Source: an optimization exercise on an open RTL-to-GDS flow (aim: small area). Production flows keep margins and buffers that such runs may drop.
The RTL was checked by simulation tests, not by an equivalence proof against the original design.
Power is estimated from default activity; no workload was simulated.

===== design/flow/design.v =====
`timescale 1ns / 1ps
module UART_Top_Module(
input clk,
input rst,
input [7:0] data_in,
input wr_en, rd_en,
input [2:0] address,
output [7:0] data_o,
output serial_data_out,
output n_RTS,
output tx_done,
input n_CTS
);
reg [7:0] r0, r1, r2, r3, r4, r6, r7;
reg m5z, m5b;               
reg rv;                     
reg [2:0] ra;               
wire full, fifo_read;
wire push = wr_en && address == 3'd0 && !full && !r3[7];
wire [7:0] r5 = {{6{m5z}}, m5b, m5z};
wire [7:0] wdata = data_in & {8{rst}};
wire wr = wr_en || !rst;
always @(posedge clk) begin
  if (wr && (address == 3'd0 || !rst)) r0 <= wdata;
  if (wr && (address == 3'd1 || !rst)) r1 <= wdata;
  if (wr && (address == 3'd2 || !rst)) r2 <= wdata;
  if (wr && (address == 3'd3 || !rst)) r3 <= wdata;
  if (wr && (address == 3'd4 || !rst)) r4 <= wdata;
  if (wr && (address == 3'd6 || !rst)) r6 <= wdata;
  if (wr && (address == 3'd7 || !rst)) r7 <= wdata;
end
always @(posedge clk) begin
  if (!rst) begin
    m5z <= 0; m5b <= 0; rv <= 0;
  end else begin
    if (wr_en) begin
      m5z <= 1; m5b <= !push;
    end else if (!rd_en) begin
      m5z <= 1; m5b <= 1;
    end
    rv <= rd_en && !wr_en;
  end
end
always @(posedge clk)
  ra <= address;
reg [7:0] rdata;
always @* begin
  case (ra)
    3'd0: rdata = r0;
    3'd1: rdata = r1;
    3'd2: rdata = r2;
    3'd3: rdata = r3;
    3'd4: rdata = r4;
    3'd5: rdata = r5;
    3'd6: rdata = r6;
    default: rdata = r7;
  endcase
end
assign data_o = rv ? rdata : 8'd0;
reg [7:0] slot [0:31];
reg [4:0] n;
reg sh, shn;                
reg [7:0] dfifo;            
reg st;                     
reg [2:0] ph;
wire tx_ready;
wire empty = (n == 5'd0);
assign full = (n == 5'd31);
assign fifo_read = !st && !empty && tx_ready;
wire acc = push && !(n == 5'd30 && sh && !fifo_read);
always @(posedge clk) begin
  if (!rst) begin
    n <= 0; sh <= 0; shn <= 1; st <= 0; ph <= 0;
  end else begin
    n <= n + {4'd0, sh} - {4'd0, fifo_read};
    sh <= acc;
    shn <= !acc;
    st <= tx_ready && (st || !empty);
    ph <= ph + 3'd1;
  end
end
always @(posedge clk)
  dfifo <= data_in;
wire [15:0] din2 = {dfifo, dfifo} >> (ph + 3'd1);
wire [7:0] din_rot = din2[7:0] ^ {8{ph[0]}};
integer i;
always @(posedge clk) begin
  slot[0] <= ~((din_rot | {8{shn}}) & ({slot[0][0], slot[0][7:1]} | {8{sh}}));
  for (i = 1; i < 32; i = i + 1)
    slot[i] <= ~(({slot[i-1][0], slot[i-1][7:1]} | {8{shn}}) & ({slot[i][0], slot[i][7:1]} | {8{sh}}));
end
reg [14:0] vr;              
reg [22:0] ic;
reg bclk, btick, gen;
always @(posedge clk) begin
  if (!rst) begin
    ic <= 0; bclk <= 1; btick <= 0; gen <= 0;
  end else if (r3[7]) begin
    gen <= 1; btick <= 0;
  end else if (gen) begin
    if (ic == {8'd0, vr}) begin
      ic <= 0; bclk <= ~bclk; btick <= ~bclk;
    end else begin
      ic <= ic + 23'd1; btick <= 0;
    end
  end
end
always @(posedge clk)
  if (r3[7]) vr <= {r1, r0[7:1]};
reg tx;                     
reg S;                      
reg [13:0] K;               
reg [1:0] L;                
reg P;                      
reg par;                    
reg nxt;                    
reg sdo, nrts;
assign tx_done = tx & S;
assign tx_ready = !tx_done;
assign serial_data_out = sdo;
assign n_RTS = nrts;
wire [3:0] b = K[7:4];
wire [3:0] lend = 4'd5 + {2'd0, L};
wire [3:0] len = lend + {3'd0, P};
wire fb = (b == 4'd0) ? 1'b0 : (b <= lend) ? nxt : par;
wire first = (K[3:0] == 4'd0);
wire [4:0] T = !r3[2] ? 5'd15 : (r3[1:0] == 2'b00) ? 5'd23 : 5'd31;
wire kend = S ? (K == {9'd0, T}) : (K[3:0] == 4'hf && b == len);
wire load = st && r4[1] && tx && !n_CTS;
wire run = r4[1] && !tx;
always @(posedge clk) begin
  if (!rst) begin
    tx <= 1; S <= 0; K <= 0; sdo <= 1; nrts <= 1;
  end else if (btick) begin
    if (load) begin
      tx <= 0; S <= 0; nrts <= 1;
    end else if (run) begin
      nrts <= 0;
      if (S) sdo <= 1'b1;
      else if (first) sdo <= fb;
      if (kend) begin
        K <= 0;
        if (S) tx <= 1;
        S <= 1;
      end else
        K <= K + 14'd1;
    end else begin
      tx <= 1; S <= 0; K <= 0; sdo <= 1; nrts <= 1;
    end
  end
end
always @(posedge clk) begin
  if (btick && load) begin
    L <= {r3[0], r3[1]}; P <= r3[3]; par <= r3[5];
  end else if (btick && run && !S && K[3:0] == 4'hf && b != 4'd0 && b <= lend)
    par <= par ^ sdo;
end
always @(posedge clk)
  if (!tx && !S && !first && ph == b[2:0])
    nxt <= slot[n][0] ^ ph[0];
endmodule

===== design/flow/flow/run.sh =====
#!/bin/bash
# Standard layout with two changes: the clock tree uses clkbuf_8 and clkbuf_16 cells in
# clusters of up to 24 registers and no dummy loads, and the ports are buffered
# with buf_1 cells. Every tool's output goes to orfs/logs and to standard.log.
set -euo pipefail
export CTS_ARGS="-sink_clustering_enable -repair_clock_nets -dont_use_dummy_load -buf_list {sky130_fd_sc_hd__clkbuf_8 sky130_fd_sc_hd__clkbuf_16} -sink_clustering_size 24 -sink_clustering_max_diameter 90"
export BUFFER_PORTS_ARGS="-buffer_cell sky130_fd_sc_hd__buf_1"
bash standard.sh > standard.log 2>&1

===== design/flow/standard.sh =====
#!/bin/bash
# synth_recipe.tcl (not shown) runs the flow's synth.tcl, then flattens the netlist and writes it again
# the make line also repeats each setting of config.mk as NAME=value (left out here)
make -C /OpenROAD-flow-scripts/flow DESIGN_CONFIG=/design/flow/config.mk WORK_HOME=/design/flow/orfs CLKGATE_MAP_FILE= SYNTH_SCRIPT=/design/flow/synth_recipe.tcl "${@:-finish}"

===== design/flow/config.mk =====
export PLATFORM = sky130hd
export DESIGN_NAME = UART_Top_Module
export DESIGN_NICKNAME = UART_Top_Module
export VERILOG_FILES = /design/flow/design.v
export SDC_FILE = /design/flow/constraint.sdc
export NUM_CORES = 4
export LEC_CHECK = 0
export CAP_MARGIN = 20
export CORE_MARGIN = 2
export CORE_UTILIZATION = 60
export CTS_BUF_LIST = sky130_fd_sc_hd__clkbuf_16
export CTS_CLUSTER_DIAMETER = 100
export CTS_CLUSTER_SIZE = 30
export SLEW_MARGIN = 20

===== design/flow/constraint.sdc =====
create_clock -name core_clock -period 5.0 [get_ports {clk}]
set_input_delay 1.0000 -clock core_clock [delete_from_list [all_inputs] [get_ports {clk}]]
set_output_delay 1.0000 -clock core_clock [all_outputs]
set_load 0.01 [all_outputs]

==> results of run 1 <==
state kept, by name, indices dropped and copies added, names as in the netlist, 2 cells and up:
register and count:
K 14, L 2, dfifo 8, ic 23, n 5, ph 3, r0 8, r1 8
r2 8, r3 8, r4 8, r6 8, r7 8, ra 3, slot 256, vr 15
critical path: cells and delay by family (launching register included):
family | cells | cell delay [ns]
buffers and inverters | 1 | 0.13
AO/OA/AOI/OAI | 3 | 0.52
flip-flops | 1 | 1.00
AND/OR/NAND/NOR | 1 | 0.07
multiplexers | 1 | 0.43
final cells by class:
cell class,count,share of cell area
multi-input combinational,706,0.323
tap,313,0.0266
clock buffer,20,0.0340
inverter,26,0.00663
sequential,401,0.598
timing repair buffer,36,0.0126
layout by cell type (no fill, tap or decap), drive strengths merged, types with 20 or more instances in the layout:
master,n
o22ai,260
o21ai,26
dfxtp,325
buf,36
inv,26
nor2,73
xor2,27
nand3,25
clkbuf,20
edfxtp,76
xnor2,44
nand2,50
a21oi,21
logic make-up after synthesis:
kind of cell / after synthesis
compound gates: 348
xor+xnor: 71
fa+ha+maj: 20
buf+inv: 117
flops: 401
mux: 29
simple gates: 238
power by group:
| group | switching [W] | internal [W] | leakage, nW | total, W |
|---|---|---|---|---|
| sequential | 0.000422 | 0.00391 | 3.44 | 0.00434 |
| combinational | 0.000420 | 0.000494 | 1.62 | 0.000914 |
| clock | 0.000931 | 0.000718 | 0.246 | 0.00165 |
metrics by stage:
stage | instances | power (W) | utilization
floorplan | 1224 | 0.00503 | -
global placement | 1482 | 0.00529 | 0.624
detailed placement | 1482 | 0.00532 | 0.624
CTS | 1502 | 0.00694 | 0.646
global route | 1502 | 0.00723 | 0.646
finish | 1502 | 0.00690 | 0.646
cells in the mapped netlist (14+ instances only):
cell                         n  area [um^2]
sky130_fd_sc_hd__dfxtp_1   325         6510
sky130_fd_sc_hd__o22ai_1   260         1630
sky130_fd_sc_hd__edfxtp_1   76         2280
sky130_fd_sc_hd__nor2_1     73          274
sky130_fd_sc_hd__clkbuf_1   64          240
sky130_fd_sc_hd__nand2_1    49          184
sky130_fd_sc_hd__xnor2_1    44          385
sky130_fd_sc_hd__inv_1      26         97.6
sky130_fd_sc_hd__xor2_1     26          228
sky130_fd_sc_hd__nand3_1    24          120
sky130_fd_sc_hd__o21ai_0    23          115
sky130_fd_sc_hd__a21oi_1    21          105
sky130_fd_sc_hd__ha_1       18          225
sky130_fd_sc_hd__and2_1     15         93.8
sky130_fd_sc_hd__buf_2      14         70.1
final timing paths:
check,start,endpoint,slack [ns],depth (start not counted)
setup / recovery,ra[1],data_o[5],1.33,6
hold / removal,slot[31][7],slot[31][6],0.41,1
setup reg to reg,n[2],n[4],2.37,15
hold reg to reg,slot[31][7],slot[31][6],0.41,1
layer usage:
metal,GRT usage,up-vias
met5,0,-
met4,0.0411,0
met3,0.0281,28
met2,0.338,156
met1,0.339,4361
li1,-,4475
==> summary.txt, run 1 <==
Yosys:
- In this run, synthesis inferred 76 flip-flops with an integrated enable.
- The count of warnings emitted by yosys is 2.
- Of the total synthesized cell area, the portion taken by AND, OR, NAND and NOR gates is 0.0865.
- The mapped netlist covers 14,000 um^2.
- After synthesis the netlist holds a flip-flop and latch count of 401.
- The share of the synthesized area in compound gates (AO/OA/AOI/OAI) is 0.157.
- The adder and majority cell fraction of the synthesized area is 0.0189.
- The prevailing post-synth register cell is sky130_fd_sc_hd__dfxtp_1.
- The number of instances in the synthesized netlist is 1,224.
- For this run, asynchronously set or reset flops after synthesis account for 0.
- The synthesized-area fraction occupied by xor and xnor cells is 0.0449.
- The average instance area after synthesis is 11.5 um^2.
- Synthesis produced a netlist with a net count of 1,260.
- The number of library cell types mapped by synthesis is 65.
- By area, the combinational part of the netlist is dominated by compound AO/OA/AOI/OAI gates.
- For this run, the register share of the synthesized area comes to 0.626.
- The portion of netlist area occupied by mux cells is 0.0309.

Detailed routing:
- The residual DRC count is 0.
- The detailed router placed 9,020 vias in this run.
- Summed over all nets, wire length on met3 after detailed routing comes to 1050 um.
- The routed metal-1 wirelength is 13,800 um.
- After detailed routing, the number of vias per cell comes to 6.01.
- The total length of routed met2 wires is 12,000 um.
- Wires add up to 27,200 um.
- The initial DRC count is 792.
- The detail-routed net length per standard cell is 18.1 um.
- The count of TritonRoute iterations in the first routing pass is 5.
- The highest layer used for signal routing is met4.
- The count of nets left with antenna violations after detail routing is 0.

Placed design:
- The count of input and output buffers is 26.
- Routability-driven placement finished with a final weighted congestion of 0.867.
- Once detailed placement completed, the half-perimeter wirelength came to 18,200 um.
- The instance area at placement is 14,200 um^2.
- Timing analysis after detailed placement gives a worst setup slack of 1.88 ns.

Clocking:
- Once the clock tree was built, the setup fixing pass inserted 0 buffers.
- The number of sinks driven by the clock tree is 401.
- Counting the buffers created by CTS gives 20.
- The source-to-sink clock delay at the later pin of the worst-skew pair is 0.52 ns.
- In this run the number of H-tree levels came out at 1.
- CTS placed an instance of sky130_fd_sc_hd__clkbuf_16 at the clock tree root.
- The number of hold buffers added after CTS was 0.
- Gates resized during post-CTS repair numbered 0.
- TritonCTS built the clock tree.
- The clock slew seen by the registers of the worst setup and hold paths is 0.09 ns.
- The maximum clock insertion buffer count is 3.

Status:
- The run finished with no timing, DRC or antenna violations.

Worst setup path:
- The largest stage delay on the critical path is 1.00 ns.
- The worst setup path category is flip-flop to output pin.
- STA classifies the critical path endpoint as an output pin.
- The worst setup path is launched from a flip-flop.
- The critical-path maximum fanout is 29.
- The slowest stage of the critical path belongs to the cell sky130_fd_sc_hd__dfxtp_1.
- Data on the critical path arrives at its endpoint at 2.67 ns.
- For the worst setup path, the data required time is 4.00 ns.
- The signal on the critical path passes through mux2_2 -> a221oi_1 -> a31oi_1 -> a21oi_1 -> nor2_1 -> buf_1.

Cells and area:
- The number of antenna diodes in the final layout is 0.
- The number of fillers in the final layout is 1,835.
- The fraction of final layout cells with drive strength greater than 1 is 0.0555.
- The count of nets after finishing is 1,227.
- In the final layout, flip-flops and latches occupy 8800 um^2.
- Compared with the post-synthesis result, the final layout area differs by 4.91%.
- The area of all placed cells without fillers is 14,700 um^2.
- Summing all multi-input logic gate instances after layout gives 4750 um^2.

Floorplanning:
- The initial utilization of the core area, before any placement, comes to 0.616.
- In this run the vertical extent of the chip is 157 um.
- The boundary pin count is 27.
- The floorplan step defined a die boundary enclosing 24,600 um^2.
- The standard-cell row count is 55.
- The core region is 22,800 um^2.
- The die span in x is 157 um.

Timing:
- The fraction of the cycle the final worst path needs is 0.735.
- Headroom to the max-slew limit came out at 0.296.
- The minimum setup slack in the final design is 1.33 ns.
- The clock arrives with 0.0363 ns of skew.
- The final number of setup-violating endpoints is 0.
- The final-report max-slew violation count was 0.
- The post-layout minimum cycle time is 3.67 ns.
- The actual transition at the worst max-transition pin is 1.06 ns.
- The final number of hold-violating endpoints came to 0.
- On the final layout, the worst hold slack is 0.409 ns.
- The fmax is 272 MHz.
- The post-route setup TNS is 0 ns.
- Setup repair after global routing left no endpoint under its margin.

Run:
- Across the run, the number of max-cap violations was 0.

Power:
- The analysis attributes to cell leakage a power of 5.30 nW.
- The power per cell area is 469 nW/um^2.
- Across the VDD grid, the largest voltage drop is 0.334 mV.

GRT:
- The maximum number of pins on one net before global-route repair is 166.
- The via count of the first global-routing pass came to 8,374.
- The all-layer global routing usage is 0.221.
- The number of antenna violations at the first check in global routing was 0.
- The total grt overflow is 0.
- The first global-routing pass estimated 43,500 um of wire.

Min path:
- The tightest min-delay check is of the flip-flop to flip-flop type.
==> run 2: changes to the inputs <==
--- a/design/flow/design.v
+++ b/design/flow/design.v
@@ -116,3 +116,3 @@
 reg nxt;                    
-reg sdo, nrts;
+reg sdo;
 assign tx_done = tx & S;
@@ -120,3 +120,2 @@
 assign serial_data_out = sdo;
-assign n_RTS = nrts;
 wire [3:0] b = K[7:4];
@@ -124,4 +123,5 @@
 wire [3:0] len = lend + {3'd0, P};
-wire fb = (b == 4'd0) ? 1'b0 : (b <= lend) ? nxt : par;
+wire fb = (b <= lend) ? nxt : par;
 wire first = (K[3:0] == 4'd0);
+assign n_RTS = !S && (tx || (first && b == 4'd0));
 wire [4:0] T = !r3[2] ? 5'd15 : (r3[1:0] == 2'b00) ? 5'd23 : 5'd31;
@@ -132,8 +132,7 @@
   if (!rst) begin
-    tx <= 1; S <= 0; K <= 0; sdo <= 1; nrts <= 1;
+    tx <= 1; S <= 0; K <= 0; sdo <= 1;
   end else if (btick) begin
     if (load) begin
-      tx <= 0; S <= 0; nrts <= 1;
+      tx <= 0; S <= 0;
     end else if (run) begin
-      nrts <= 0;
       if (S) sdo <= 1'b1;
@@ -147,3 +146,3 @@
     end else begin
-      tx <= 1; S <= 0; K <= 0; sdo <= 1; nrts <= 1;
+      tx <= 1; S <= 0; K <= 0; sdo <= 1;
     end
@@ -154,7 +153,9 @@
     L <= {r3[0], r3[1]}; P <= r3[3]; par <= r3[5];
-  end else if (btick && run && !S && K[3:0] == 4'hf && b != 4'd0 && b <= lend)
-    par <= par ^ sdo;
+  end else if (btick && run && !S && K[3:0] == 4'hf)
+    par <= par ^ sdo;       
 end
 always @(posedge clk)
-  if (!tx && !S && !first && ph == b[2:0])
+  if (btick && load)
+    nxt <= 1'b0;
+  else if (!tx && !S && !first && ph == b[2:0])
     nxt <= slot[n][0] ^ ph[0];
==> design/flow/flow/run.sh (replaced) <==
#!/bin/bash
# Standard layout with two changes: the clock tree uses only clkbuf_16 cells in
# clusters of up to 30 registers and no dummy loads, and the ports are buffered
# with buf_1 cells. Every tool's output goes to orfs/logs and to standard.log.
set -euo pipefail
export CTS_ARGS="-sink_clustering_enable -repair_clock_nets -dont_use_dummy_load -buf_list sky130_fd_sc_hd__clkbuf_16 -sink_clustering_size 30 -sink_clustering_max_diameter 100"
export BUFFER_PORTS_ARGS="-buffer_cell sky130_fd_sc_hd__buf_1"
bash standard.sh > standard.log 2>&1
==> summary.txt, run 2 <==
Status:
- The flow ran to the end and the layout has no timing, DRC or antenna violations.

Clocking:
- The count of cells resized by post-cts repair is 0 (unchanged).
- The number of H-tree levels is 1 (unchanged).
- The number of sinks driven by the clock tree is 400 (-0.25%).
- The buffers inserted during post-CTS setup optimization was 0 (unchanged).
- The maximum clock insertion buffer count is 3 (unchanged).
- The clock slew seen by the registers of the worst setup and hold paths is 0.11 ns (+0.02 ns).
- The quantity of hold-fixing buffers added after cts is 0 (unchanged).
- The TritonCTS buffer count is 17 (-15%).
- TritonCTS built the clock tree.
- The source-to-sink clock delay at the later pin of the worst-skew pair is 0.52 ns (about the same).
- In this run the clock root is driven by a sky130_fd_sc_hd__clkbuf_16.

Cells and area:
- The sequential cell area is 8770 um^2 (-0.34%).
- Leaving out fill and tap cells, the most frequent cells in the layout are sky130_fd_sc_hd__dfxtp_1, sky130_fd_sc_hd__o22ai_1, sky130_fd_sc_hd__nor2_1.
- The area of combinational cells with multiple inputs is 4680 um^2 (-1.4%).
- The number of fillers in the final layout is 1,844 (+0.49%).
- The synthesis-to-layout area growth is 4.36%.
- The number of flip-flops under the largest register name is 256 (unchanged).
- The fraction of final layout cells with drive strength greater than 1 was 0.0457 (-0.00986).
- slot holds more flip-flops than any other register.
- The count of nets after finishing was 1,199 (-2.3%).
- The antenna diode count is 0 (unchanged).
- The area of all placed cells without fillers is 14,500 um^2 (-1.6%).
- The most common cell after layout, fill and taps aside is sky130_fd_sc_hd__dfxtp_1.
- The largest registers in the layout are slot (256), ic (23), vr (15).
- The count of placed standard cells in the final layout, fillers left out is 1,446 (-3.7%).

Yosys:
- The synthesized netlist net count came to 1,234 (-2.1%).
- The average instance area after synthesis is 11.6 um^2 (+1.0%).
- The prevailing post-synth register cell is sky130_fd_sc_hd__dfxtp_1.
- The number of instances in the synthesized netlist is 1,198 (-2.1%).
- The count of warnings emitted by yosys is 2 (unchanged).
- By instance count, the leading cell after synthesis is sky130_fd_sc_hd__dfxtp_1.
- The number of library cell types mapped by synthesis was 57 (-12%).
- The share of the yosys chip area belonging to registers was 0.631 (+0.00490).
- sky130_fd_sc_hd__dfxtp_1 takes more of the synthesized area than any other cell.
- The flip-flop and latch count after synthesis is 400 (-0.25%).
- Ranked by total cell area, the synthesized netlist is headed by sky130_fd_sc_hd__dfxtp_1, sky130_fd_sc_hd__edfxtp_1, sky130_fd_sc_hd__o22ai_1.
- The share of the synthesized area in the top cell type was 0.469 (+0.00523).
- The synthesized cell area came to 13,900 um^2 (-1.1%).
- Counting instances in the post-synthesis netlist gives the leading cell types as sky130_fd_sc_hd__dfxtp_1, sky130_fd_sc_hd__o22ai_1, sky130_fd_sc_hd__nor2_1.
- The number of synthesized flops with an enable pin is 75 (-1.3%).
- The async set or reset register ratio after synthesis is 0 (unchanged).

Timing:
- The minimum setup slack in the final design is 1.49 ns (+0.166 ns).
- The final number of hold-violating endpoints is 0 (unchanged).
- The post-layout minimum cycle time is 3.51 ns (-0.166 ns).
- Setup repair after global routing left no endpoint under its margin.
- The final clock skew is 0.0218 ns (-0.0145 ns).
- The post-route setup TNS is 0 ns (unchanged).
- The final number of setup-violating endpoints is 0 (unchanged).
- The actual transition at the worst max-transition pin is 1.07 ns (+0.0182 ns).
- The worst relative slew slack came to 0.283 (-0.0121).
- The final-report max-slew violation count is 0 (unchanged).
- The fraction of the cycle the final worst path needs was 0.701 (-0.0333).
- The fmax came to 285 MHz (+4.7%).

Worst setup path:
- The critical-path maximum fanout is 18 (-38%).
- The largest stage delay on the critical path is 0.58 ns (-0.42 ns).
- The slowest stage cell on the critical path is sky130_fd_sc_hd__dfxtp_1.
- The worst setup path is of the flip-flop to output pin kind.
- The kind of end point of the critical path is an output pin.
- The required arrival time at the worst endpoint is 4.00 ns (about the same).
- The critical path arrival came to 2.51 ns (-0.16 ns).
- Walking the worst path, the cells encountered are buf_4 -> mux2_2 -> a221oi_1 -> a31oi_1 -> o221a_2 -> buf_1.
- The sort of element at the start of the critical path is a flip-flop.

Power:
- The power per cell area is 464 nW/um^2 (-1.1%).
- The standby leakage power is 5.26 nW (-0.78%).
- The worst-case vdd ir drop came to 0.363 mV (+8.5%).

Detailed routing:
- The via-per-instance ratio is 6.08 (+1.3%).
- The residual DRC count is 0 (unchanged).
- The initial DRC count is 748 (-5.6%).
- The total routed wirelength is 25,900 um (-5.1%).
- The detail-routed net length per standard cell is 17.9 um (-1.4%).
- The count of TritonRoute iterations in the first routing pass is 4 (-1).
- The count of nets left with antenna violations after detail routing is 0 (unchanged).
- The number of vias in the routed layout came to 8,793 (-2.5%).

Run:
- The max-capacitance violation count is 0 (unchanged).

Placed design:
- The count of input and output buffers came to 26 (unchanged).
- The post-place setup slack came to 2.05 ns (+0.171 ns).
- The routability-driven placement congestion ratio is 0.894 (+3.2%).
- The instance area at placement is 14,000 um^2 (-1.2%).
- The sum of net half-perimeters after detailed placement is 16,600 um (-9.0%).
- The count of placed standard cells including taps is 1,428 (-3.6%).

Min path:
- The min-delay analysis places its worst path in the category flip-flop to flip-flop.

GRT:
- The maximum number of pins on one net before global-route repair is 164 (-1.2%).
- The global routing stage identified its most utilized layer as met1.
- The number of antenna violations at the first check in global routing is 0 (unchanged).
- The fraction of met3 tracks used by global routing is 0.0275 (-0.000584).
- The all-layer global routing usage was 0.211 (-0.00961).
- The met2 layer usage reported by global route was 0.324 (-0.0143).
- The total grt overflow is 0 (unchanged).
- The global routing met1 resource utilization is 0.326 (-0.0136).
- The via count of the first global-routing pass is 8,182 (-2.3%).
- The first-pass GRT wire length is 41,700 um (-4.0%).

Floorplanning:
- The total core area was 22,600 um^2 (-0.60%).
- The die span in x is 156 um (-0.54%).
- The initial core utilization came to 0.613 (-0.00316).
- The die area is 24,400 um^2 (-1.1%).
- The boundary pin count came to 27 (unchanged).
- The standard-cell row count is 55 (unchanged).
- The die height is 156 um (-0.54%).
## run 2: area by class of cell
cell class / instances / area share
flip-flops and latches: 400 / 0.606
multi-input cells: 688 / 0.323
clock buffers: 17 / 0.0294
well taps: 285 / 0.0246
repair buffers: 33 / 0.0111
inverters: 23 / 0.00596
## run 2: final timing paths
check / start / to / slack (ns) / depth (start not counted)
worst max register to register: r3[7] / ic[15] / 2.32 / 6
worst min register to register: slot[31][4] / slot[31][3] / 0.41 / 1
worst min-delay path: slot[31][4] / slot[31][3] / 0.41 / 1
worst max-delay path: ra[1] / data_o[5] / 1.49 / 6
## run 2: cells by family after synthesis
logic type,after synthesis,synth area share
compound gates,337,0.155
simple gates,225,0.0813
mux,35,0.0373
fa+ha+maj,20,0.0191
buf+inv,110,0.0315
flops,400,0.631
xor+xnor,71,0.0448
## run 2: where the power goes
part           leakage [nW]  switching, W  internal, W
sequential             3.43      0.000416      0.00390
combinational          1.62      0.000395     0.000478
clock                 0.209      0.000907     0.000617
total                  5.26       0.00172      0.00499
## run 2: critical path: cells and delay by family (launching register included)
family | cells | cell delay [ns]
AO/OA/AOI/OAI | 3 | 0.62
buffers and inverters | 2 | 0.44
flip-flops | 1 | 0.58
multiplexers | 1 | 0.36
## run 2: layer usage
metal	vias up	share of wire
met1	4265	0.51
met2	115	0.44
li1	4389	-
met5	-	0
met3	24	0.034
met4	0	0.015
## run 2: through the flow
stage	hold WS, ns	total power (W)	util
finish	0.414	0.00671	0.639
global placement	0.404	0.00523	0.620
detailed placement	0.406	0.00526	0.620
floorplan	0.399	0.00498	-
global route	0.436	0.00706	0.639
CTS	0.415	0.00676	0.639
==> run 3: changes to the inputs <==
==> design/flow/flow/run.sh (replaced) <==
#!/bin/bash
# Standard layout with two changes: the clock tree uses only clkbuf_16 cells in
# clusters of up to 34 registers and no dummy loads, and the ports are buffered
# with buf_1 cells. Every tool's output goes to orfs/logs and to standard.log.
set -euo pipefail
export CTS_ARGS="-sink_clustering_enable -repair_clock_nets -dont_use_dummy_load -buf_list sky130_fd_sc_hd__clkbuf_16 -sink_clustering_size 34 -sink_clustering_max_diameter 70"
export BUFFER_PORTS_ARGS="-buffer_cell sky130_fd_sc_hd__buf_1"
bash standard.sh > standard.log 2>&1
--- a/design/flow/config.mk
+++ b/design/flow/config.mk
@@ -9,3 +9,3 @@
 export CORE_MARGIN = 2
-export CORE_UTILIZATION = 60
+export CORE_UTILIZATION = 80
 export CTS_BUF_LIST = sky130_fd_sc_hd__clkbuf_16
@@ -13,2 +13,3 @@
 export CTS_CLUSTER_SIZE = 30
+export PLACE_DENSITY = 0.85
 export SLEW_MARGIN = 20
==> summary.txt, run 3 <==
Worst setup path:
- The worst setup path category is flip-flop to output pin.
- The required arrival time at the worst endpoint came to 4.00 ns (about the same).
- The launching point of the worst reg2reg path is r3[7].
- The critical-path maximum fanout was 28 (+10).
- The endpoint of the most critical register-to-register path is ic[15].
- The launch point of the critical path is ra[1].
- In this run the worst setup path terminates at data_o[5].
- The critical path arrival is 2.75 ns (+0.24 ns).
- The worst setup path is launched from a flip-flop.
- The number of cells on the worst reg-to-reg path is 6 (unchanged).
- The kind of end point of the critical path is an output pin.
- The setup slack of the worst register-to-register path came to 2.17 ns (-0.15 ns).

Yosys:
- The number of instances in the synthesized netlist came to 1,198 (unchanged).
- The count of warnings emitted by yosys is 2 (unchanged).
- By count the netlist is led by sky130_fd_sc_hd__dfxtp_1, sky130_fd_sc_hd__o22ai_1, sky130_fd_sc_hd__nor2_1.
- The share of the synthesized area in the top cell type is 0.469 (unchanged).
- The most common cell in the synthesized netlist is sky130_fd_sc_hd__dfxtp_1.
- The prevailing post-synth register cell is sky130_fd_sc_hd__dfxtp_1.
- The cell accounting for the most synthesized area is sky130_fd_sc_hd__dfxtp_1.
- The synthesized netlist net count is 1,234 (unchanged).
- The number of library cell types mapped by synthesis is 57 (unchanged).
- The average instance area after synthesis is 11.6 um^2 (unchanged).
- The async set or reset register ratio after synthesis is 0 (unchanged).
- Yosys attributes the largest share of cell area to sky130_fd_sc_hd__dfxtp_1, sky130_fd_sc_hd__edfxtp_1, sky130_fd_sc_hd__o22ai_1.
- The synthesized cell area is 13,900 um^2 (unchanged).
- The number of synthesized flops with an enable pin is 75 (unchanged).
- The flip-flop and latch count after synthesis came to 400 (unchanged).
- The share of the yosys chip area belonging to registers came to 0.631 (unchanged).

Cells and area:
- In the layout the commonest cells are sky130_fd_sc_hd__dfxtp_1, sky130_fd_sc_hd__o22ai_1, sky130_fd_sc_hd__nor2_1.
- The register with the most flip-flops is slot.
- From synthesis to final layout, the design area changed by 3.57%.
- The number of flip-flops under the largest register name is 256 (unchanged).
- The fraction of final layout cells with drive strength greater than 1 is 0.0457 (unchanged).
- The count of nets after finishing came to 1,199 (unchanged).
- The library cell used most frequently in the layout, excluding fill and tap cells, is sky130_fd_sc_hd__dfxtp_1.
- The largest registers in the layout are slot (256), ic (23), vr (15).

Clocking:
- The clock slew seen by the registers of the worst setup and hold paths is 0.11 ns (about the same).
- The quantity of hold-fixing buffers added after cts came to 0 (unchanged).
- The number of H-tree levels is 1 (unchanged).
- The master cell of the clock root buffer is sky130_fd_sc_hd__clkbuf_16.
- The source-to-sink clock delay at the later pin of the worst-skew pair is 0.51 ns (about the same).
- The maximum clock insertion buffer count came to 3 (unchanged).
- The number of sinks driven by the clock tree is 400 (unchanged).
- TritonCTS built the clock tree.
- The TritonCTS buffer count is 16 (-1).
- The buffers inserted during post-CTS setup optimization is 0 (unchanged).
- The count of cells resized by post-cts repair is 0 (unchanged).

Run:
- The max-capacitance violation count is 0 (unchanged).

Detailed routing:
- The count of nets left with antenna violations after detail routing is 0 (unchanged).
- The via-per-instance ratio is 6.65 (+9.4%).
- The initial DRC count is 953 (+27%).
- The residual DRC count came to 0 (unchanged).
- The number of vias in the routed layout is 9,227 (+4.9%).
- The detail-routed net length per standard cell was 20.1 um (+12%).
- The total routed wirelength is 27,800 um (+7.5%).
- The count of TritonRoute iterations in the first routing pass was 5 (+1).

Timing:
- The post-layout minimum cycle time came to 3.75 ns (+0.238 ns).
- The fraction of the cycle the final worst path needs is 0.749 (+0.0476).
- The final clock skew came to 0.0405 ns (+0.0187 ns).
- The final number of setup-violating endpoints came to 0 (unchanged).
- The final-report max-slew violation count was 0 (unchanged).
- The fmax is 267 MHz (-6.3%).
- The post-route setup TNS was 0 ns (unchanged).
- Setup repair after global routing left no endpoint under its margin.
- The final number of hold-violating endpoints is 0 (unchanged).
- The worst hold slack was 0.423 ns (+0.00826 ns).
- The worst relative slew slack is 0.265 (-0.0181).
- The actual transition at the worst max-transition pin is 1.10 ns (+0.0256 ns).

Power:
- The standby leakage power came to 5.25 nW (-0.25%).
- The power per cell area is 468 nW/um^2 (+0.98%).
- The worst-case vdd ir drop is 0.472 mV (+30%).

Floorplanning:
- The boundary pin count is 27 (unchanged).
- The die height came to 136 um (-13%).
- The initial core utilization is 0.810 (+0.198).
- The standard-cell row count is 48 (-13%).
- The die area is 18,400 um^2 (-24%).
- The total core area is 17,100 um^2 (-24%).
- The die span in x is 136 um (-13%).

GRT:
- The total grt overflow is 0 (unchanged).
- The first-pass GRT wire length is 43,000 um (+3.0%).
- The all-layer global routing usage is 0.295 (+0.0839).
- The via count of the first global-routing pass was 8,458 (+3.4%).
- The maximum number of pins on one net before global-route repair is 110 (-33%).
- The number of antenna violations at the first check in global routing is 1 (+1).

Min path:
- The cell depth of the worst hold path is 1 (unchanged).
- The worst hold path belongs to the class flip-flop to flip-flop.

Status:
- The run finished with no timing, DRC or antenna violations.

Placed design:
- The count of input and output buffers came to 26 (unchanged).
- The sum of net half-perimeters after detailed placement is 18,100 um (+9.0%).
- The routability-driven placement congestion ratio is 0.915 (+2.4%).
==> run 3: logic make-up after synthesis <==
| kind of cell | after synthesis | synth area share |
|---|---|---|
| fa+ha+maj | 20 | 0.0191 |
| simple gates | 225 | 0.0813 |
| mux | 35 | 0.0373 |
| flops | 400 | 0.631 |
| buf+inv | 110 | 0.0315 |
| xor+xnor | 71 | 0.0448 |
| compound gates | 337 | 0.155 |
==> run 3: report_power, final <==
part           total, W  leakage, nW  switching (W)  internal, W
Clock           0.00146        0.197       0.000877     0.000582
Sequential      0.00436         3.43       0.000456      0.00390
Combinational  0.000912         1.62       0.000431     0.000480
Total           0.00673         5.25        0.00176      0.00496
==> run 3: worst min path at each step <==
| stage | slack, ns | start | endpoint |
|---|---|---|---|
| after floorplan | 0.40 | slot[31][1] | slot[31][0] |
| after global placement | 0.40 | slot[31][3] | slot[31][2] |
| after detailed placement | 0.41 | slot[31][3] | slot[31][2] |
| after CTS | 0.42 | slot[31][3] | slot[31][2] |
| after global routing | 0.43 | slot[31][4] | slot[31][3] |
| final | 0.42 | slot[31][4] | slot[31][3] |
==> run 3: cell type report <==
cell class | instances | area [um^2]
repair buffers | 34 | 154
fillers | 910 | 2750
multi-input cells | 688 | 4680
well taps | 225 | 282
clock buffers | 16 | 400
flip-flops and latches | 400 | 8770
diodes | 1 | 2.50
inverters | 23 | 86.3
==> run 3: per-stage QoR <==
| stage | util | area, um^2 | cells | worst slack [ns] | total power [W] |
|---|---|---|---|---|---|
| 2_1_floorplan | - | 13900 | 1198 | 2.38 | 0.00498 |
| 3_3_place_gp | 0.815 | 14000 | 1368 | 1.84 | 0.00520 |
| 3_5_place_dp | 0.815 | 14000 | 1368 | 1.81 | 0.00529 |
| 4_1_cts | 0.839 | 14400 | 1384 | 1.26 | 0.00673 |
| 5_1_grt | 0.839 | 14400 | 1386 | 1.12 | 0.00699 |
| 6_report | 0.839 | 14400 | 1387 | 1.25 | 0.00673 |
==> run 3: critical path, stage by stage, from the launching register on <==
cell and delay (ns):
sky130_fd_sc_hd__dfxtp_1 1.06, sky130_fd_sc_hd__mux2_2 0.42, sky130_fd_sc_hd__a221oi_1 0.29, sky130_fd_sc_hd__a31oi_1 0.07
sky130_fd_sc_hd__o221a_2 0.26, sky130_fd_sc_hd__buf_1 0.13
==> run 3: per-layer routing <==
metal / global-route usage / part of all wire / vias up
li1: - / - / 4399
met1: 0.435 / 0.44 / 4483
met2: 0.473 / 0.47 / 300
met3: 0.0415 / 0.063 / 45
met4: 0.0637 / 0.018 / 0
met5: 0 / 0 / -
==> run 4: changes to the inputs <==
--- a/design/flow/design.v
+++ b/design/flow/design.v
@@ -62,3 +62,2 @@
 reg sh, shn;                
-reg [7:0] dfifo;            
 reg st;                     
@@ -81,5 +80,3 @@
 end
-always @(posedge clk)
-  dfifo <= data_in;
-wire [15:0] din2 = {dfifo, dfifo} >> (ph + 3'd1);
+wire [15:0] din2 = {r0, r0} >> (ph + 3'd1);
 wire [7:0] din_rot = din2[7:0] ^ {8{ph[0]}};
==> summary.txt, run 4 <==
Yosys:
- The count of warnings emitted by yosys came to 2 (unchanged).
- The share of the synthesized area in the top cell type is 0.462 (-0.00688).
- By instance count, the leading cell after synthesis is sky130_fd_sc_hd__dfxtp_1.
- The number of library cell types mapped by synthesis is 58 (+1.8%).
- The async set or reset register ratio after synthesis was 0 (unchanged).
- The synthesized-area fraction occupied by xor and xnor cells is 0.0465 (+0.00164).
- The portion of netlist area occupied by mux cells is 0.0344 (-0.00290).
- The flip-flop and latch count after synthesis is 392 (-2.0%).
- Of all cell types, the one taking the most synthesized area is sky130_fd_sc_hd__dfxtp_1.
- The synthesized netlist net count is 1,235 (+0.081%).
- The share of the yosys chip area belonging to registers came to 0.626 (-0.00522).
- In the synthesized netlist the dominant register cell turns out to be sky130_fd_sc_hd__dfxtp_1.
- The simple-gate share of the synthesized area is 0.0808 (-0.000446).
- The number of synthesized flops with an enable pin is 75 (unchanged).
- The dominant combinational cell family by area after synthesis is compound AO/OA/AOI/OAI gates.
- The commonest cells after synthesis are sky130_fd_sc_hd__dfxtp_1, sky130_fd_sc_hd__o22ai_1, sky130_fd_sc_hd__nor2_1.
- The average instance area after synthesis came to 11.5 um^2 (-1.1%).
- The share of the synthesized area in compound gates (AO/OA/AOI/OAI) is 0.160 (+0.00531).
- The number of instances in the synthesized netlist came to 1,199 (+0.083%).
- Sorting the synthesized cells by area gives the leading types as sky130_fd_sc_hd__dfxtp_1, sky130_fd_sc_hd__edfxtp_1, sky130_fd_sc_hd__o22ai_1.
- The adder and majority cell fraction of the synthesized area is 0.0193 (+0.000195).
- The synthesized cell area was 13,700 um^2 (-1.0%).

Placed design:
- The count of placed standard cells including taps is 1,364 (-0.29%).
- The routability-driven placement congestion ratio is 0.839 (-8.4%).
- The count of input and output buffers was 26 (unchanged).
- The sum of net half-perimeters after detailed placement came to 16,700 um (-7.7%).

Floorplanning:
- The die span in x is 135 um (-0.49%).
- The initial core utilization is 0.822 (+0.0118).
- The standard-cell row count is 47 (-2.1%).
- The die height came to 135 um (-0.49%).
- The boundary pin count is 27 (unchanged).
- The total core area is 16,700 um^2 (-2.4%).
- The die area is 18,200 um^2 (-0.98%).

Timing:
- The fmax is 266 MHz (-0.20%).
- The fraction of the cycle the final worst path needs is 0.751 (+0.00151).
- The actual transition at the worst max-transition pin was 1.11 ns (+0.00614 ns).
- Setup repair after global routing left no endpoint under its margin.
- The post-route setup TNS came to 0 ns (unchanged).
- The post-layout minimum cycle time was 3.75 ns (+0.00755 ns).
- The final number of hold-violating endpoints is 0 (unchanged).
- The final number of setup-violating endpoints is 0 (unchanged).
- The final clock skew is 0.0453 ns (+0.00479 ns).
- The final-report max-slew violation count is 0 (unchanged).
- The worst relative slew slack is 0.261 (-0.00410).

Clocking:
- The source-to-sink clock delay at the later pin of the worst-skew pair is 0.51 ns (about the same).
- TritonCTS built the clock tree.
- The number of sinks driven by the clock tree is 392 (-2.0%).
- The TritonCTS buffer count is 16 (unchanged).
- The buffers inserted during post-CTS setup optimization is 0 (unchanged).
- The count of cells resized by post-cts repair was 0 (unchanged).
- The quantity of hold-fixing buffers added after cts is 0 (unchanged).
- The tree is rooted in a sky130_fd_sc_hd__clkbuf_16.
- The clock slew seen by the registers of the worst setup and hold paths is 0.11 ns (about the same).
- The maximum clock insertion buffer count is 3 (unchanged).
- The number of H-tree levels is 1 (unchanged).

Worst setup path:
- The number of cells on the worst reg-to-reg path came to 9 (+3).
- The critical-path maximum fanout was 30 (+7.1%).
- The critical path arrival is 2.75 ns (about the same).
- The worst setup path endpoint is data_o[3].
- The worst setup path category is flip-flop to output pin.
- STA classifies the critical path endpoint as an output pin.
- The launch point of the critical path is ra[1].
- The setup slack of the worst register-to-register path was 2.22 ns (+0.05 ns).
- The launching point of the worst reg2reg path is L[0].
- The endpoint of the most critical register-to-register path is K[8].
- The worst setup path is launched from a flip-flop.
- The required arrival time at the worst endpoint came to 4.00 ns (about the same).

Cells and area:
- The count of nets after finishing was 1,198 (-0.083%).
- The antenna diode count was 0 (-1).
- The largest registers in the layout are slot (256), ic (23), vr (15).
- The most common cell after layout, fill and taps aside is sky130_fd_sc_hd__dfxtp_1.
- In the layout the commonest cells are sky130_fd_sc_hd__dfxtp_1, sky130_fd_sc_hd__o22ai_1, sky130_fd_sc_hd__nor2_1.
- The register with the most flip-flops is slot.
- The count of placed standard cells in the final layout, fillers left out is 1,380 (-0.50%).
- The number of flip-flops under the largest register name came to 256 (unchanged).
- The fraction of final layout cells with drive strength greater than 1 is 0.0405 (-0.00513).
- The synthesis-to-layout area growth is 3.40%.

Min path:
- The worst hold path belongs to the class flip-flop to flip-flop.

GRT:
- The via count of the first global-routing pass is 8,560 (+1.2%).
- The first-pass GRT wire length is 41,900 um (-2.4%).
- The number of antenna violations at the first check in global routing came to 0 (-1).
- The maximum number of pins on one net before global-route repair is 180 (+64%).
- The all-layer global routing usage was 0.285 (-0.00959).
- The total grt overflow is 0 (unchanged).

Status:
- The run finished with no timing, DRC or antenna violations.

Power:
- The standby leakage power came to 5.08 nW (-3.2%).
- The power per cell area came to 470 nW/um^2 (+0.38%).
- The worst-case vdd ir drop is 0.417 mV (-12%).

Detailed routing:
- The count of nets left with antenna violations after detail routing is 0 (unchanged).
- The total routed wirelength is 26,200 um (-5.7%).
- The detail-routed net length per standard cell is 19.0 um (-5.3%).
- The count of TritonRoute iterations in the first routing pass is 5 (unchanged).
- The residual DRC count came to 0 (unchanged).
- The via-per-instance ratio is 6.62 (-0.53%).
- The number of vias in the routed layout is 9,132 (-1.0%).
- The initial DRC count was 979 (+2.7%).

Run:
- The max-capacitance violation count came to 0 (unchanged).
==> run 4: area by class of cell <==
type                    instances  area (um^2)
clock buffers                  16          400
well taps                     220          275
repair buffers                 31          148
multi-input cells             698         4680
inverters                      23         86.3
flip-flops and latches        392         8610
fillers                       945         2500
==> run 4: layer usage <==
| metal | wire length, um | vias to the layer above | global-route usage |
|---|---|---|---|
| li1 | - | 4373 | - |
| met1 | 11700 | 4447 | 0.417 |
| met2 | 12600 | 277 | 0.464 |
| met3 | 1480 | 35 | 0.0417 |
| met4 | 451 | 0 | 0.0590 |
| met5 | 0 | - | 0 |
==> run 4: stage by stage <==
stage	setup WS, ns	total power [W]	util	instance area [um^2]	hold WS, ns
after global routing	1.12	0.00695	0.850	14200	0.431
after detailed placement	1.93	0.00526	0.826	13800	0.405
after floorplan	2.48	0.00498	-	13700	0.399
after global placement	1.99	0.00519	0.826	13800	0.402
after CTS	1.32	0.00667	0.850	14200	0.421
final	1.25	0.00667	0.850	14200	0.420
==> run 4: worst max-delay path, cell delays in order, from the launching register on <==
cell	delay [ns]
sky130_fd_sc_hd__dfxtp_1	1.06
sky130_fd_sc_hd__mux2i_1	0.27
sky130_fd_sc_hd__nor2_1	0.07
sky130_fd_sc_hd__a311oi_1	0.35
sky130_fd_sc_hd__a31oi_1	0.08
sky130_fd_sc_hd__o221a_1	0.27
sky130_fd_sc_hd__buf_1	0.13
==> run 4: how the worst min path moves through the flow <==
| stage | startpoint | end | slack, ns | cells past startpoint |
|---|---|---|---|---|
| after global placement | slot[31][2] | slot[31][1] | 0.40 | 1 |
| after detailed placement | slot[31][3] | slot[31][2] | 0.41 | 1 |
| after CTS | slot[31][3] | slot[31][2] | 0.42 | 1 |
| final | slot[31][3] | slot[31][2] | 0.42 | 1 |
| after global routing | slot[31][3] | slot[31][2] | 0.43 | 1 |
| after floorplan | slot[31][1] | slot[31][0] | 0.40 | 1 |
==> run 4: power by group <==
group / internal, W / switching (W) / total (W)
Sequential: 0.00383 / 0.000447 / 0.00428
Clock: 0.000581 / 0.000856 / 0.00144
Combinational: 0.000507 / 0.000450 / 0.000957
==> run 4: cell families after synthesis <==
kind of cell / after synthesis
xor gates and xnor gates: 72
and+or+nand+nor: 227
DFF: 392
adders and majority gates: 20
buffers and inverters: 109
AOI/OAI and AO/OA: 345
muxes: 34
==> run 5: changes to the inputs <==
--- a/design/flow/design.v
+++ b/design/flow/design.v
@@ -118,5 +118,19 @@
 wire [3:0] b = K[7:4];
-wire [3:0] lend = 4'd5 + {2'd0, L};
-wire [3:0] len = lend + {3'd0, P};
-wire fb = (b <= lend) ? nxt : par;
+reg bdata, blast;
+always @* begin
+  case (L)
+    2'd0: bdata = (b <= 4'd5);
+    2'd1: bdata = (b <= 4'd6);
+    2'd2: bdata = (b <= 4'd7);
+    default: bdata = (b <= 4'd8);
+  endcase
+  case ({L, P})
+    3'd0: blast = (b == 4'd5);
+    3'd1, 3'd2: blast = (b == 4'd6);
+    3'd3, 3'd4: blast = (b == 4'd7);
+    3'd5, 3'd6: blast = (b == 4'd8);
+    default: blast = (b == 4'd9);
+  endcase
+end
+wire fb = bdata ? nxt : par;
 wire first = (K[3:0] == 4'd0);
@@ -124,3 +138,3 @@
 wire [4:0] T = !r3[2] ? 5'd15 : (r3[1:0] == 2'b00) ? 5'd23 : 5'd31;
-wire kend = S ? (K == {9'd0, T}) : (K[3:0] == 4'hf && b == len);
+wire kend = S ? (K == {9'd0, T}) : (K[3:0] == 4'hf && blast);
 wire load = st && r4[1] && tx && !n_CTS;
==> design/flow/flow/run.sh (replaced) <==
#!/bin/bash
# Standard layout (standard.sh) with three changes:
# - synthesis is the standard synthesis script, except that ABC maps the
#   logic with an area-oriented script (flow/abc_area.script, see synth_area.tcl);
# - the clock tree uses only clkbuf_16 cells in clusters of up to 34 registers
#   and no dummy loads;
# - the ports are buffered with buf_1 cells.
# Every tool's output goes to orfs/logs; make's output goes to standard.log.
set -euo pipefail
export FLOW_WORK="$(pwd)"
export CTS_ARGS="-sink_clustering_enable -repair_clock_nets -dont_use_dummy_load -buf_list sky130_fd_sc_hd__clkbuf_16 -sink_clustering_size 34 -sink_clustering_max_diameter 70"
export BUFFER_PORTS_ARGS="-buffer_cell sky130_fd_sc_hd__buf_1"
sed "s#SYNTH_SCRIPT=$FLOW_WORK/synth_recipe.tcl#SYNTH_SCRIPT=$FLOW_WORK/flow/synth_area.tcl#" standard.sh > standard_area.sh
grep -q "SYNTH_SCRIPT=$FLOW_WORK/flow/synth_area.tcl" standard_area.sh
bash standard_area.sh > standard.log 2>&1
==> design/flow/flow/abc_area.script (new file) <==
strash
&get -n
&fraig -x
&put
dc2
strash
&get -n
&dch -f
&nf -R 1000
&put
topo
stime -c
==> design/flow/flow/synth_area.tcl (new file) <==
# The standard synthesis (synth_recipe.tcl), with ABC run on an
# area-oriented script instead of ORFS's delay-oriented one. Only the ABC
# call changes, so the registers are the standard synthesis's.
proc abc {args} {
  set i [lsearch $args -script]
  lset args [expr {$i + 1}] $::env(FLOW_WORK)/flow/abc_area.script
  set j [lsearch $args -D]
  if {$j >= 0} {
    set args [lreplace $args $j [expr {$j + 1}]]
  }
  yosys abc {*}$args
}
source $::env(FLOW_WORK)/synth_recipe.tcl
==> summary.txt, run 5 <==
Detailed routing:
- The count of nets left with antenna violations after detail routing is 0 (unchanged).
- The number of vias in the routed layout is 9,600 (+5.1%).
- The initial DRC count was 1,106 (+13%).
- The count of TritonRoute iterations in the first routing pass is 6 (+1).
- The residual DRC count was 0 (unchanged).
- The via-per-instance ratio came to 6.90 (+4.3%).
- The total routed wirelength came to 28,700 um (+9.4%).
- The detail-routed net length per standard cell was 20.6 um (+8.5%).

Timing:
- The post-layout minimum cycle time is 3.37 ns (-0.381 ns).
- Setup repair after global routing left no endpoint under its margin.
- The post-route setup TNS is 0 ns (unchanged).
- The final clock skew came to 0.0708 ns (+0.0255 ns).
- The final number of hold-violating endpoints is 0 (unchanged).
- The final-report max-slew violation count came to 0 (unchanged).
- The worst relative slew slack is 0.287 (+0.0259).
- The fmax came to 297 MHz (+11%).
- The fraction of the cycle the final worst path needs was 0.674 (-0.0761).
- The final number of setup-violating endpoints is 0 (unchanged).
- The actual transition at the worst max-transition pin is 1.07 ns (-0.0388 ns).

GRT:
- The global routing met1 resource utilization is 0.462 (+0.0459).
- The via count of the first global-routing pass came to 8,979 (+4.9%).
- The met2 layer usage reported by global route is 0.542 (+0.0780).
- met2 is the most crowded layer.
- The fraction of met3 tracks used by global routing came to 0.0421 (+0.000386).
- The maximum number of pins on one net before global-route repair is 257 (+43%).
- The number of antenna violations at the first check in global routing was 0 (unchanged).
- The all-layer global routing usage is 0.327 (+0.0420).
- The total grt overflow is 0 (unchanged).
- The first-pass GRT wire length came to 45,800 um (+9.2%).

Yosys:
- The share of the synthesized area in compound gates (AO/OA/AOI/OAI) was 0.189 (+0.0294).
- The synthesized-area fraction occupied by xor and xnor cells is 0.0229 (-0.0236).
- The number of library cell types mapped by synthesis is 45 (-22%).
- The simple-gate share of the synthesized area is 0.0956 (+0.0148).
- The synthesized cell area came to 13,000 um^2 (-5.3%).
- The average instance area after synthesis is 11.6 um^2 (+1.3%).
- The share of the yosys chip area belonging to registers is 0.661 (+0.0353).
- The async set or reset register ratio after synthesis is 0 (unchanged).
- The flip-flop and latch count after synthesis is 392 (unchanged).
- The synthesized netlist net count was 1,149 (-7.0%).
- The cell accounting for the most synthesized area is sky130_fd_sc_hd__dfxtp_1.
- The count of warnings emitted by yosys is 2 (unchanged).
- Sorting the synthesized cells by area gives the leading types as sky130_fd_sc_hd__dfxtp_1, sky130_fd_sc_hd__edfxtp_1, sky130_fd_sc_hd__o22ai_1.
- By count the netlist is led by sky130_fd_sc_hd__dfxtp_1, sky130_fd_sc_hd__o22ai_1, sky130_fd_sc_hd__edfxtp_1.
- The share of the synthesized area in the top cell type was 0.488 (+0.0260).
- The number of synthesized flops with an enable pin is 75 (unchanged).
- The adder and majority cell fraction of the synthesized area is 0.0131 (-0.00623).
- The prevailing post-synth register cell is sky130_fd_sc_hd__dfxtp_1.
- The most used standard cell by instance count after synthesis is sky130_fd_sc_hd__dfxtp_1.
- The number of instances in the synthesized netlist came to 1,120 (-6.6%).
- After synthesis, the largest family of logic cells by area is compound AO/OA/AOI/OAI gates.
- The portion of netlist area occupied by mux cells is 0.0114 (-0.0231).

Clocking:
- TritonCTS built the clock tree.
- The source-to-sink clock delay at the later pin of the worst-skew pair was 0.52 ns (about the same).
- The number of sinks driven by the clock tree is 392 (unchanged).
- The TritonCTS buffer count is 16 (unchanged).
- The buffers inserted during post-CTS setup optimization came to 0 (unchanged).
- The clock slew seen by the registers of the worst setup and hold paths was 0.11 ns (about the same).
- The master cell of the clock root buffer is sky130_fd_sc_hd__clkbuf_16.
- The number of H-tree levels was 1 (unchanged).
- The maximum clock insertion buffer count was 3 (unchanged).
- The count of cells resized by post-cts repair came to 0 (unchanged).
- The quantity of hold-fixing buffers added after cts is 0 (unchanged).

Placed design:
- The count of input and output buffers is 26 (unchanged).
- The routability-driven placement congestion ratio was 0.897 (+6.9%).
- The sum of net half-perimeters after detailed placement is 17,800 um (+6.6%).

Floorplanning:
- The total core area is 15,900 um^2 (-4.9%).
- The initial core utilization is 0.818 (-0.00385).
- The die span in x is 131 um (-2.6%).
- The standard-cell row count is 46 (-2.1%).
- The die height was 131 um (-2.6%).
- The boundary pin count is 27 (unchanged).
- The die area is 17,300 um^2 (-5.2%).

Worst setup path:
- The worst setup path category is flip-flop to output pin.
- The critical path arrival came to 2.37 ns (-0.38 ns).
- The critical-path maximum fanout is 8 (-73%).
- The kind of end point of the critical path is an output pin.
- The required arrival time at the worst endpoint is 4.00 ns (about the same).
- The sort of element at the start of the critical path is a flip-flop.

Power:
- The proportion of power drawn by the clock network is 0.218 (+0.003).
- The switching power of the nets is 0.00177 W (+1.2%).
- The proportion of power drawn by flip-flops and latches is 0.645 (+0.004).
- The fraction of power consumed by combinational cells was 0.137 (-0.006).
- The worst-case vdd ir drop was 0.439 mV (+5.3%).
- The internal portion of total power is 0.00484 W (-1.6%).
- The standby leakage power is 5.02 nW (-1.1%).
- The power per cell area is 476 nW/um^2 (+1.3%).
- The fraction of power spent switching nets was 0.268 (+0.00546).

Status:
- The flow ran to the end and the layout has no timing, DRC or antenna violations.

Cells and area:
- The number of fillers in the final layout was 781 (-17%).
- Counting flops per register, the top entry is slot.
- The number of flip-flops under the largest register name came to 256 (unchanged).
- The utilization after layout is 0.875 (+0.0246).
- The fraction of final layout cells with drive strength greater than 1 is 0.0281 (-0.0124).
- The largest registers in the layout are slot (256), ic (23), vr (15).
- The count of nets after finishing came to 1,206 (+0.67%).
- The most common cell after layout, fill and taps aside is sky130_fd_sc_hd__dfxtp_1.
- The antenna diode count is 0 (unchanged).
- The library cells used most frequently in the layout, excluding fill and tap cells, are sky130_fd_sc_hd__dfxtp_1, sky130_fd_sc_hd__o22ai_1, sky130_fd_sc_hd__edfxtp_1.
- Relative to the synthesized area, the layout overhead comes to 6.89%.

Run:
- The max-capacitance violation count was 0 (unchanged).

Min path:
- In this run the worst hold path is classified as flip-flop to flip-flop.
-- run 5: path summary, 6_finish.rpt --
kind | slack [ns] | startpoint | cells after the start | endpoint
max reg2reg | 1.83 | gen | 14 | ic[21]
min reg2reg | 0.38 | slot[31][4] | 1 | slot[31][3]
max | 1.63 | ra[2] | 6 | data_o[6]
min | 0.38 | slot[31][4] | 1 | slot[31][3]
-- run 5: per-layer routing --
metal  vias up  wire length, um  share of wire
met4         0              731          0.025
met1      4563            11700           0.41
li1       4490                -              -
met2       471            14000           0.49
met5         -                0              0
met3        76             2260          0.079
-- run 5: layout make-up --
cell class	count	area (um^2)	area share
Inverter	22	82.6	0.00594
Timing Repair Buffer	39	208	0.0149
Multi-Input combinational cell	706	4330	0.312
Tap cell	216	270	0.0194
Clock buffer	16	400	0.0288
Sequential cell	392	8610	0.619
-- run 5: through the flow --
stage	hold WS (ns)	cells	area, um^2	worst slack (ns)	total power [W]
floorplan	0.399	1120	13000	0.709	0.00484
global placement	0.403	1375	13500	2.04	0.00507
detailed placement	0.408	1375	13500	1.90	0.00517
CTS	0.385	1391	13900	1.32	0.00660
global route	0.396	1391	13900	1.51	0.00687
finish	0.384	1391	13900	1.63	0.00662
-- run 5: power by group through the flow --
stage / Combinational, W / Sequential, W / Clock [W]
5_1_grt: 0.000995 / 0.00432 / 0.00155
4_1_cts: 0.000893 / 0.00425 / 0.00145
3_5_place_dp: 0.000864 / 0.00430 / 0
3_3_place_gp: 0.000807 / 0.00426 / 0
6_report: 0.000910 / 0.00427 / 0.00144
2_1_floorplan: 0.000664 / 0.00418 / 0
-- run 5: cells by family after synthesis --
logic type	Yosys count
muxes	14
buffers and inverters	22
and+or+nand+nor	248
adders and majority gates	13
xor gates and xnor gates	34
AOI/OAI and AO/OA	397
DFF	392
-- run 5: worst max-delay path, stage by stage, from the launching register on --
cell,delay [ns]
sky130_fd_sc_hd__dfxtp_1,0.47
sky130_fd_sc_hd__and3b_1,0.35
sky130_fd_sc_hd__a222oi_1,0.49
sky130_fd_sc_hd__nand4_1,0.19
sky130_fd_sc_hd__a21oi_1,0.17
sky130_fd_sc_hd__nor2_1,0.07
sky130_fd_sc_hd__buf_1,0.13
==> run 6: changes to the inputs <==
--- a/design/flow/flow/run.sh
+++ b/design/flow/flow/run.sh
@@ -3,3 +3,6 @@
 # - synthesis is the standard synthesis script, except that ABC maps the
-#   logic with an area-oriented script (flow/abc_area.script, see synth_area.tcl);
+#   logic with an area-oriented script (flow/abc_area.script, see synth_area.tcl),
+#   and adders are left to ABC too: no full/half-adder cell extraction
+#   (ADDER_MAP_FILE empty) and Yosys's own carry logic instead of ORFS's
+#   Kogge-Stone map (SYNTH_OPERATIONS_ARGS set to a no-op flag);
 # - the clock tree uses only clkbuf_16 cells in clusters of up to 34 registers
@@ -12,3 +15,3 @@
 export BUFFER_PORTS_ARGS="-buffer_cell sky130_fd_sc_hd__buf_1"
-sed "s#SYNTH_SCRIPT=$FLOW_WORK/synth_recipe.tcl#SYNTH_SCRIPT=$FLOW_WORK/flow/synth_area.tcl#" standard.sh > standard_area.sh
+sed "s#SYNTH_SCRIPT=$FLOW_WORK/synth_recipe.tcl#SYNTH_SCRIPT=$FLOW_WORK/flow/synth_area.tcl ADDER_MAP_FILE= SYNTH_OPERATIONS_ARGS=-noshare#" standard.sh > standard_area.sh
 grep -q "SYNTH_SCRIPT=$FLOW_WORK/flow/synth_area.tcl" standard_area.sh
==> summary.txt, run 6 <==
Status:
- The flow ran to the end and the layout has no timing, DRC or antenna violations.

GRT:
- The total grt overflow is 0 (unchanged).
- The first-pass GRT wire length is 43,600 um (-4.8%).
- The number of antenna violations at the first check in global routing was 0 (unchanged).
- The maximum number of pins on one net before global-route repair came to 133 (-48%).
- The all-layer global routing usage is 0.327 (about the same).
- The via count of the first global-routing pass is 8,461 (-5.8%).

Cells and area:
- The most common cell after layout, fill and taps aside is sky130_fd_sc_hd__dfxtp_1.
- The number of fillers in the final layout is 792 (+1.4%).
- The antenna diode count is 0 (unchanged).
- The synthesis-to-layout area growth is 6.77%.
- The register with the most flip-flops is slot.
- The count of placed standard cells in the final layout, fillers left out is 1,367 (-1.7%).
- In the final layout, the registers with the most flip-flops are slot (256), ic (23), vr (15).
- The area of combinational cells with multiple inputs came to 4180 um^2 (-3.5%).
- The count of nets after finishing is 1,169 (-3.1%).
- The top cell types in the final layout, fill and taps aside, are sky130_fd_sc_hd__dfxtp_1, sky130_fd_sc_hd__o22ai_1, sky130_fd_sc_hd__edfxtp_1.
- The fraction of final layout cells with drive strength greater than 1 is 0.0261 (-0.00202).
- The number of flip-flops under the largest register name came to 256 (unchanged).
- The sequential cell area is 8610 um^2 (unchanged).

Clocking:
- The clock slew seen by the registers of the worst setup and hold paths is 0.11 ns (about the same).
- The tree is rooted in a sky130_fd_sc_hd__clkbuf_16.
- The number of H-tree levels was 1 (unchanged).
- The buffers inserted during post-CTS setup optimization is 0 (unchanged).
- The quantity of hold-fixing buffers added after cts was 0 (unchanged).
- The count of cells resized by post-cts repair is 0 (unchanged).
- The clock tree from TritonCTS is done.
- The maximum clock insertion buffer count is 3 (unchanged).
- The TritonCTS buffer count is 16 (unchanged).
- The source-to-sink clock delay at the later pin of the worst-skew pair came to 0.51 ns (about the same).
- The number of sinks driven by the clock tree is 392 (unchanged).

Placed design:
- The count of input and output buffers is 26 (unchanged).
- The count of placed standard cells including taps was 1,351 (-1.7%).
- The routability-driven placement congestion ratio is 0.903 (+0.71%).
- The sum of net half-perimeters after detailed placement is 17,600 um (-0.88%).

Worst setup path:
- STA classifies the critical path startpoint as a flip-flop.
- The endpoint of the most critical register-to-register path is ic[14].
- The setup slack of the worst register-to-register path was 1.87 ns (+0.04 ns).
- The required arrival time at the worst endpoint came to 4.00 ns (about the same).
- The critical path arrival is 2.56 ns (+0.19 ns).
- The launching point of the worst reg2reg path is r3[7].
- The critical-path maximum fanout came to 9 (+1).
- The slowest stage of the critical path belongs to the cell sky130_fd_sc_hd__nor3b_1.
- The worst setup path is captured at an output pin.
- Walking the worst path, the cells encountered are nor3b_1 -> a222oi_1 -> nand3_1 -> a21oi_1 -> nor2_1 -> buf_1.
- The largest stage delay on the critical path is 0.85 ns (+0.36 ns).
- The number of cells on the worst reg-to-reg path was 9 (-5).
- The total buffers and inverters traversed by the critical path is 1 (unchanged).
- In this design, the largest share of critical-path delay is due to simple AND/OR/NAND/NOR gates.
- By startpoint and endpoint, the worst setup path is classified as flip-flop to output pin.

Floorplanning:
- The initial core utilization is 0.814 (-0.00450).
- The die span in x is 131 um (-0.62%).
- The total core area is 15,800 um^2 (-0.72%).
- The die height is 131 um (-0.62%).
- The die area is 17,100 um^2 (-1.2%).
- The boundary pin count is 27 (unchanged).
- The standard-cell row count is 46 (unchanged).

Yosys:
- Among all flip-flop cells after synthesis, the most frequent one is sky130_fd_sc_hd__dfxtp_1.
- The number of synthesized flops with an enable pin is 75 (unchanged).
- Counting instances in the post-synthesis netlist gives the leading cell types as sky130_fd_sc_hd__dfxtp_1, sky130_fd_sc_hd__o22ai_1, sky130_fd_sc_hd__edfxtp_1.
- The cell accounting for the most synthesized area is sky130_fd_sc_hd__dfxtp_1.
- The async set or reset register ratio after synthesis was 0 (unchanged).
- The average instance area after synthesis came to 11.7 um^2 (+0.62%).
- The synthesized cell area is 12,800 um^2 (-1.3%).
- The number of instances in the synthesized netlist was 1,099 (-1.9%).
- The flip-flop and latch count after synthesis was 392 (unchanged).
- The most common cell in the synthesized netlist is sky130_fd_sc_hd__dfxtp_1.
- Sorting the synthesized cells by area gives the leading types as sky130_fd_sc_hd__dfxtp_1, sky130_fd_sc_hd__edfxtp_1, sky130_fd_sc_hd__o22ai_1.
- The synthesized netlist net count is 1,115 (-3.0%).
- The count of warnings emitted by yosys is 2 (unchanged).
- The share of the synthesized area in the top cell type is 0.494 (+0.00628).
- The number of library cell types mapped by synthesis is 47 (+4.4%).
- The share of the yosys chip area belonging to registers is 0.670 (+0.00851).

Power:
- The standby leakage power is 4.83 nW (-3.9%).
- The power per cell area is 483 nW/um^2 (+1.5%).
- The worst-case vdd ir drop is 0.443 mV (+0.74%).

Timing:
- The final clock skew is 0.0414 ns (-0.0294 ns).
- Setup repair after global routing left no endpoint under its margin.
- The fraction of the cycle the final worst path needs came to 0.712 (+0.0373).
- The fmax is 281 MHz (-5.2%).
- The final number of hold-violating endpoints is 0 (unchanged).
- The worst relative slew slack is 0.240 (-0.0473).
- The final-report max-slew violation count is 0 (unchanged).
- The post-layout minimum cycle time is 3.56 ns (+0.186 ns).
- The post-route setup TNS was 0 ns (unchanged).
- The actual transition at the worst max-transition pin is 1.14 ns (+0.0709 ns).
- The final number of setup-violating endpoints is 0 (unchanged).

Min path:
- The cell depth of the worst hold path is 1 (unchanged).
- For hold timing, the worst endpoint is slot[31][2].
- In this run the most critical hold path is launched from slot[31][3].
- The tightest min-delay check is of the flip-flop to flip-flop type.

Detailed routing:
- The via-per-instance ratio is 6.87 (-0.52%).
- The number of vias in the routed layout was 9,385 (-2.2%).
- The total routed wirelength is 28,700 um (+0.14%).
- The detail-routed net length per standard cell was 21.0 um (+1.9%).
- The count of nets left with antenna violations after detail routing is 0 (unchanged).
- The residual DRC count came to 0 (unchanged).
- The initial DRC count came to 1,032 (-6.7%).
- The count of TritonRoute iterations in the first routing pass was 6 (unchanged).

Run:
- The max-capacitance violation count was 0 (unchanged).
==> run 6: cell count changes in the layout (fill, tap and decap cells not counted), sizes merged, moves of 5 or more <==
cell	previous run	this run
nor4	4	9
a21oi	66	48
o21ai	23	28
a22oi	11	16
ha	12	0
and3	27	10
nand3	23	29
==> run 6: report_power, final <==
part | leakage [nW] | switching [W] | total, W | internal [W]
clock | 0.197 | 0.000881 | 0.00146 | 0.000582
combinational | 1.27 | 0.000456 | 0.000856 | 0.000400
sequential | 3.36 | 0.000465 | 0.00431 | 0.00384
total | 4.83 | 0.00180 | 0.00663 | 0.00482
==> run 6: how the worst max path moves through the flow <==
stage	from	slack [ns]	cells after the start	end
finish	ra[1]	1.44	6	data_o[0]
floorplan	sh	1.15	9	n[4]
global placement	r3[7]	2.10	9	ic[14]
CTS	ra[1]	1.48	6	data_o[0]
global route	ra[1]	1.25	6	data_o[0]
detailed placement	r3[7]	1.96	9	ic[14]
==> run 6: metrics by stage <==
step,utilization,hold slack [ns],instance area [um^2],worst slack [ns],total power [W]
5_1_grt,0.869,0.439,13700,1.25,0.00685
2_1_floorplan,-,0.399,12800,1.15,0.00482
3_5_place_dp,0.843,0.405,13300,1.96,0.00514
4_1_cts,0.868,0.421,13700,1.48,0.00659
6_report,0.869,0.421,13700,1.44,0.00663
3_3_place_gp,0.842,0.401,13300,2.10,0.00506
==> run 6: logic make-up after synthesis <==
group,synth area share
buffers and inverters,0.00556
DFF,0.670
and+or+nand+nor,0.0951
AOI/OAI and AO/OA,0.193
xor gates and xnor gates,0.0239
muxes,0.0129
==> run 6: final cells by class <==
| type | count | area share |
|---|---|---|
| Timing Repair Buffer | 36 | 0.0130 |
| Sequential cell | 392 | 0.628 |
| Clock buffer | 16 | 0.0292 |
| Inverter | 19 | 0.00520 |
| Tap cell | 216 | 0.0197 |
| Multi-Input combinational cell | 688 | 0.305 |
==> run 6: layer usage <==
layer | track usage | part of all wire | vias to the layer above
li1 | - | - | 4403
met1 | 0.446 | 0.41 | 4475
met2 | 0.551 | 0.49 | 434
met3 | 0.0489 | 0.073 | 73
met4 | 0.101 | 0.028 | 0
met5 | 0 | 0 | -

[port drivers added, routing unchanged]
The results above use ideal ports. As a check the final layouts listed here were re-extracted and re-timed, cells and wires unchanged. Step 1 (the two cells are an assumption about what drives the block):
set clk [get_ports {clk}]
set_driving_cell -lib_cell sky130_fd_sc_hd__clkbuf_16 $clk
set_driving_cell -lib_cell sky130_fd_sc_hd__buf_2 [delete_from_list [all_inputs] $clk]
Step 2 moves the port delays by t, midway between the first and last clock arrival at a register: inputs arrive t later, outputs are due t later. That takes back most of the time a late clock gives input paths. a / b / c = no drivers / after step 1 / after step 2; a / b = the first two.
run	t (ns)	setup slack, ns	hold WS [ns]	latest minus earliest clock arrival (ns)	slew at the worst register clock pin (ns)
run 1	0.553	1.326 / 1.276 / 1.829	0.409 / 0.409 / 0.409	0.039 / 0.039	0.10 / 0.10
run 2	0.546	1.493 / 1.446 / 1.992	0.414 / 0.414 / 0.414	0.037 / 0.037	0.11 / 0.11
run 3	0.542	1.255 / 1.206 / 1.748	0.423 / 0.423 / 0.423	0.040 / 0.040	0.12 / 0.12
run 4	0.536	1.247 / 1.203 / 1.739	0.420 / 0.420 / 0.420	0.047 / 0.047	0.12 / 0.12
run 5	0.537	1.628 / 1.580 / 1.834	0.384 / 0.384 / 0.384	0.071 / 0.071	0.12 / 0.12
run 6	0.540	1.441 / 1.397 / 1.871	0.421 / 0.421 / 0.421	0.044 / 0.044	0.12 / 0.12
After both steps every run listed still meets setup and hold.
